This is an optimization exercise on Yosys and OpenROAD, whose aim is small area, a short achievable clock period and few clock cycles per item, not a production implementation.
Function was checked by simulation only, so behaviour that the tests miss may differ from the original.

== rev 12 ==
==> flow/design.v <==
module cache(
    clk,
    proc_reset,
    proc_read,
    proc_write,
    proc_addr,
    proc_rdata,
    proc_wdata,
    proc_stall,
    mem_read,
    mem_write,
    mem_addr,
    mem_rdata,
    mem_wdata,
    mem_ready
);
    input          clk;
    input          proc_reset;
    input          proc_read, proc_write;
    input   [29:0] proc_addr;
    input   [31:0] proc_wdata;
    output         proc_stall;
    output  [31:0] proc_rdata;
    input  [127:0] mem_rdata;
    input          mem_ready;
    output         mem_read, mem_write;
    output  [27:0] mem_addr;
    output [127:0] mem_wdata;
    localparam S_IDLE = 2'd0;
    localparam S_RD   = 2'd1;
    localparam S_WR   = 2'd2;
    reg  [1:0]   state;
    reg  [1:0]   next_state;
    wire [24:0]  tag    = proc_addr[29:5];
    wire [2:0]   index  = proc_addr[4:2];
    wire [1:0]   offset = proc_addr[1:0];
    wire s_idle = (state == S_IDLE);
    wire s_rd   = (state == S_RD);
    wire s_wr   = (state == S_WR);
    wire req    = proc_read || proc_write;
    reg  [127:0] fill;
    always @(*) begin
        fill = mem_rdata;
        if (proc_write) fill[offset*32 +: 32] = proc_wdata;
    end
    reg  [7:0]   valid;
    wire [7:0]   line_hit;
    wire [127:0] line_data [0:7];
    wire [7:0]   sel = 8'b1 << index;
    genvar gi, gw;
    generate
        for (gi = 0; gi < 8; gi = gi + 1) begin : g_line
            reg  [24:0]  ltag;
            reg  [127:0] ldata;
            cache_tag_cmp u_cmp (
                .v(valid[gi]), .a(ltag), .b(tag), .hit(line_hit[gi])
            );
            assign line_data[gi] = ldata;
            always @(posedge clk)
                if (sel[gi] && s_rd) ltag <= tag;
            for (gw = 0; gw < 4; gw = gw + 1) begin : g_word
                always @(posedge clk)
                    if (sel[gi] && (s_rd || (s_wr && offset == gw)))
                        ldata[gw*32 +: 32] <= fill[gw*32 +: 32];
            end
        end
    endgenerate
    wire         hit;
    wire [127:0] line;
    wire [7:0]   hsel;
    cache_dec8 u_hdec (.index(index), .sel(hsel));
    cache_hsel8 u_hsel (.sel(hsel), .d(line_hit), .q(hit));
    genvar gv;
    generate
        for (gv = 0; gv < 4; gv = gv + 1) begin : g_lword
            wire [7:0] dsel;
            cache_dec8 u_dec (.index(index), .sel(dsel));
            cache_wsel8 u_wsel (
                .sel(dsel),
                .d0(line_data[0][gv*32 +: 32]), .d1(line_data[1][gv*32 +: 32]),
                .d2(line_data[2][gv*32 +: 32]), .d3(line_data[3][gv*32 +: 32]),
                .d4(line_data[4][gv*32 +: 32]), .d5(line_data[5][gv*32 +: 32]),
                .d6(line_data[6][gv*32 +: 32]), .d7(line_data[7][gv*32 +: 32]),
                .q(line[gv*32 +: 32])
            );
        end
    endgenerate
    wire [3:0] wsel = {offset == 2'd3, offset == 2'd2, offset == 2'd1, offset == 2'd0};
    wire       done;
    cache_rsel8 u_rsel (
        .sel({{4{s_rd}} & wsel, {4{!s_rd}} & wsel}),
        .d0(line[31:0]),       .d1(line[63:32]),
        .d2(line[95:64]),      .d3(line[127:96]),
        .d4(mem_rdata[31:0]),  .d5(mem_rdata[63:32]),
        .d6(mem_rdata[95:64]), .d7(mem_rdata[127:96]),
        .q(proc_rdata)
    );
    reg  [127:0] merged;
    integer mw;
    always @(*)
        for (mw = 0; mw < 4; mw = mw + 1)
            merged[mw*32 +: 32] = wsel[mw] ? proc_wdata : line[mw*32 +: 32];
    assign mem_addr   = proc_addr[29:2];
    assign mem_wdata  = merged;
    assign proc_stall = !done;
    cache_ctl_out u_ctl (
        .hit(hit),
        .go_rd(s_idle && proc_read && !proc_write),
        .go_wr(s_idle && proc_write),
        .ready_done(mem_ready && (s_wr || (s_rd && !proc_write))),
        .s_rd(s_rd), .s_wr(s_wr),
        .mem_read(mem_read), .mem_write(mem_write), .done(done)
    );
    always @(*) begin
        next_state = state;
        case (state)
            S_IDLE: if (proc_write && hit)                      next_state = S_WR;
                    else if ((proc_read || proc_write) && !hit) next_state = S_RD;
            S_RD:   if (mem_ready) next_state = proc_write ? S_WR : S_IDLE;
            S_WR:   if (mem_ready) next_state = S_IDLE;
            default:               next_state = S_IDLE;
        endcase
    end
    always @(posedge clk or posedge proc_reset) begin
        if (proc_reset) begin
            state <= S_IDLE;
            valid <= 8'b0;
        end else begin
            state <= next_state;
            if (s_rd) valid[index] <= 1'b1;
        end
    end
endmodule
module cache_tag_cmp(v, a, b, hit);
    input        v;
    input [24:0] a, b;
    output       hit;
    assign hit = v && (a == b);
endmodule
module cache_rsel8(sel, d0, d1, d2, d3, d4, d5, d6, d7, q);
    input  [7:0]   sel;
    input  [31:0] d0, d1, d2, d3, d4, d5, d6, d7;
    output [31:0] q;
    assign q = ({32{sel[0]}} & d0) | ({32{sel[1]}} & d1)
             | ({32{sel[2]}} & d2) | ({32{sel[3]}} & d3)
             | ({32{sel[4]}} & d4) | ({32{sel[5]}} & d5)
             | ({32{sel[6]}} & d6) | ({32{sel[7]}} & d7);
endmodule
module cache_ctl_out(hit, go_rd, go_wr, ready_done, s_rd, s_wr,
                     mem_read, mem_write, done);
    input  hit, go_rd, go_wr, ready_done, s_rd, s_wr;
    output mem_read, mem_write, done;
    assign mem_read  = ((go_rd || go_wr) && !hit) || s_rd;
    assign mem_write = (go_wr && hit) || s_wr;
    assign done      = (go_rd && hit) || ready_done;
endmodule
module cache_dec8(index, sel);
    input  [2:0] index;
    output [7:0] sel;
    assign sel = 8'b1 << index;
endmodule
module cache_hsel8(sel, d, q);
    input  [7:0] sel;
    input  [7:0] d;
    output       q;
    assign q = |(sel & d);
endmodule
module cache_wsel8(sel, d0, d1, d2, d3, d4, d5, d6, d7, q);
    input  [7:0]  sel;
    input  [31:0] d0, d1, d2, d3, d4, d5, d6, d7;
    output [31:0] q;
    assign q = ({32{sel[0]}} & d0) | ({32{sel[1]}} & d1)
             | ({32{sel[2]}} & d2) | ({32{sel[3]}} & d3)
             | ({32{sel[4]}} & d4) | ({32{sel[5]}} & d5)
             | ({32{sel[6]}} & d6) | ({32{sel[7]}} & d7);
endmodule
==> flow/config.mk <==
export PLATFORM = sky130hd
export DESIGN_NAME = cache
export DESIGN_NICKNAME = cache
export VERILOG_FILES = /design/flow/design.v
export SDC_FILE = /design/flow/constraint.sdc
export NUM_CORES = 4
export LEC_CHECK = 0
export CAP_MARGIN = 20
export CORE_MARGIN = 2
export CORE_UTILIZATION = 40
export SETUP_SLACK_MARGIN = 2.0
export SLEW_MARGIN = 20
export SYNTH_HIERARCHICAL = 1
export TNS_END_PERCENT = 0
==> flow/constraint.sdc <==
create_clock -name core_clock -period 5.0 [get_ports {clk}]
set_input_delay 1.0000 -clock core_clock [delete_from_list [all_inputs] [get_ports {clk}]]
set_output_delay 1.0000 -clock core_clock [all_outputs]
set_load 0.01 [all_outputs]
standard.sh (not shown) runs the stock make flow with config.mk's settings and CLKGATE_MAP_FILE= SYNTH_SCRIPT=/design/flow/synth_recipe.tcl, a recipe that flattens the netlist after the stock synthesis.
==> flow/flow/run.sh <==
#!/bin/bash
# Layout flow: the standard ORFS flow (standard.sh, standard synthesis
# unchanged), with two changes to how the layout is made:
#  - the port buffers that global placement inserts are buf_2 cells rather
#    than the delay cells the resizer picks by default;
#  - clock tree synthesis runs with ORFS's default arguments plus
#    -dont_use_dummy_load, so no dummy loads are added to the clock tree,
#    and with sinks clustered up to 22 to a leaf buffer (at most 100 um across).
# make's full output goes to standard.log in this folder; ORFS's per-step
# logs stay under orfs/logs/.
set -euo pipefail
export BUFFER_PORTS_ARGS="-buffer_cell sky130_fd_sc_hd__buf_2"
export CTS_ARGS="-sink_clustering_enable -repair_clock_nets -dont_use_dummy_load -sink_clustering_size 22 -sink_clustering_max_diameter 100"
bash standard.sh > standard.log 2>&1
Testbench counts of rev 12, summed over its fixed seeds: cycles 109,150, items 32,000.
Setup changes, rev 12 to rev 13
-- flow/design.v --
<<< rev 12, line 66
        end
    endgenerate
    wire         hit;
    wire [127:0] line;
    wire [7:0]   hsel;
    cache_dec8 u_hdec (.index(index), .sel(hsel));
    cache_hsel8 u_hsel (.sel(hsel), .d(line_hit), .q(hit));
    genvar gv;
    generate
        for (gv = 0; gv < 4; gv = gv + 1) begin : g_lword
            wire [7:0] dsel;
            cache_dec8 u_dec (.index(index), .sel(dsel));
            cache_wsel8 u_wsel (
                .sel(dsel),
                .d0(line_data[0][gv*32 +: 32]), .d1(line_data[1][gv*32 +: 32]),
                .d2(line_data[2][gv*32 +: 32]), .d3(line_data[3][gv*32 +: 32]),
                .d4(line_data[4][gv*32 +: 32]), .d5(line_data[5][gv*32 +: 32]),
                .d6(line_data[6][gv*32 +: 32]), .d7(line_data[7][gv*32 +: 32]),
                .q(line[gv*32 +: 32])
            );
        end
    endgenerate
    wire [3:0] wsel = {offset == 2'd3, offset == 2'd2, offset == 2'd1, offset == 2'd0};
    wire       done;
>>> rev 13, line 66
        end
    endgenerate
    wire [128:0] picked;
    cache_sel8 u_sel (
        .sel(sel),
        .d0({line_hit[0], line_data[0]}), .d1({line_hit[1], line_data[1]}),
        .d2({line_hit[2], line_data[2]}), .d3({line_hit[3], line_data[3]}),
        .d4({line_hit[4], line_data[4]}), .d5({line_hit[5], line_data[5]}),
        .d6({line_hit[6], line_data[6]}), .d7({line_hit[7], line_data[7]}),
        .q(picked)
    );
    wire         hit  = picked[128];
    wire [127:0] line = picked[127:0];
    wire [3:0] wsel = {offset == 2'd3, offset == 2'd2, offset == 2'd1, offset == 2'd0};
    wire       done;
<<< rev 12, line 138
    assign hit = v && (a == b);
endmodule
module cache_rsel8(sel, d0, d1, d2, d3, d4, d5, d6, d7, q);
    input  [7:0]   sel;
>>> rev 13, line 129
    assign hit = v && (a == b);
endmodule
module cache_sel8(sel, d0, d1, d2, d3, d4, d5, d6, d7, q);
    input  [7:0]   sel;
    input  [128:0] d0, d1, d2, d3, d4, d5, d6, d7;
    output [128:0] q;
    assign q = ({129{sel[0]}} & d0) | ({129{sel[1]}} & d1)
             | ({129{sel[2]}} & d2) | ({129{sel[3]}} & d3)
             | ({129{sel[4]}} & d4) | ({129{sel[5]}} & d5)
             | ({129{sel[6]}} & d6) | ({129{sel[7]}} & d7);
endmodule
module cache_rsel8(sel, d0, d1, d2, d3, d4, d5, d6, d7, q);
    input  [7:0]   sel;
<<< rev 12, line 155
    assign done      = (go_rd && hit) || ready_done;
endmodule
module cache_dec8(index, sel);
    input  [2:0] index;
    output [7:0] sel;
    assign sel = 8'b1 << index;
endmodule
module cache_hsel8(sel, d, q);
    input  [7:0] sel;
    input  [7:0] d;
    output       q;
    assign q = |(sel & d);
endmodule
module cache_wsel8(sel, d0, d1, d2, d3, d4, d5, d6, d7, q);
    input  [7:0]  sel;
    input  [31:0] d0, d1, d2, d3, d4, d5, d6, d7;
    output [31:0] q;
    assign q = ({32{sel[0]}} & d0) | ({32{sel[1]}} & d1)
             | ({32{sel[2]}} & d2) | ({32{sel[3]}} & d3)
             | ({32{sel[4]}} & d4) | ({32{sel[5]}} & d5)
             | ({32{sel[6]}} & d6) | ({32{sel[7]}} & d7);
endmodule
>>> rev 13, line 155
    assign done      = (go_rd && hit) || ready_done;
endmodule
==> notes.md <==
- When rev 13 is measured against rev 12, its final period demand of the worst path turns out 0.26 ns higher.
- The number of antenna violations at the first check in global routing of rev 13 is higher than that of rev 12.
- Looking only at final period utilization, and setting everything else aside, the lower value of rev 13 and rev 12 goes to rev 12.
- Utilization after layout | rev 13 below rev 12
- Worst clock skew delta (rev 13 − rev 12): favourable
- Delta (rev 13 minus rev 12): multi-input logic cell count -3.8%, post-synthesis net count -31.
- When rev 13 is measured against rev 12, its total area of multi-input combinational cells turns out 5.7% lower.
Testbench counts of rev 13, summed over its fixed seeds: cycles 109,150, items 32,000.

==> static timing again, ports no longer ideal <==
In the flow no input, the clock included, has a driving cell. The finished layouts below were timed again as built, in two steps.
Step 1 sets driving cells, clkbuf_16 on the clock port and buf_2 on the other inputs (assumed; they add their load-dependent delay and slew).
Step 2 moves the port delays by t, midway between the first and last clock arrival at a register: inputs arrive t later, outputs are due t later. That takes back most of the time a late clock gives input paths.
Three values: no drivers, after step 1, after step 2; two values: the first two.
| run | t, ns | setup slack, ns | worst hold slack (ns) | worst setup path at the end | clock arrival spread, ns |
|---|---|---|---|---|---|
| rev 12 | 0.726 | 0.938 / 0.567 / 0.567 | 0.363 / 0.304 / 0.485 | input to output | 0.110 / 0.110 |
| rev 13 | 0.732 | 0.676 / 0.621 / 0.621 | 0.334 / 0.280 / 0.459 | input to output | 0.059 / 0.059 |
After both steps every run listed still meets setup and hold. For rev 12, which loses most, drivers alone change the setup slack by -0.371 ns; drivers and shift together by -0.371 ns.
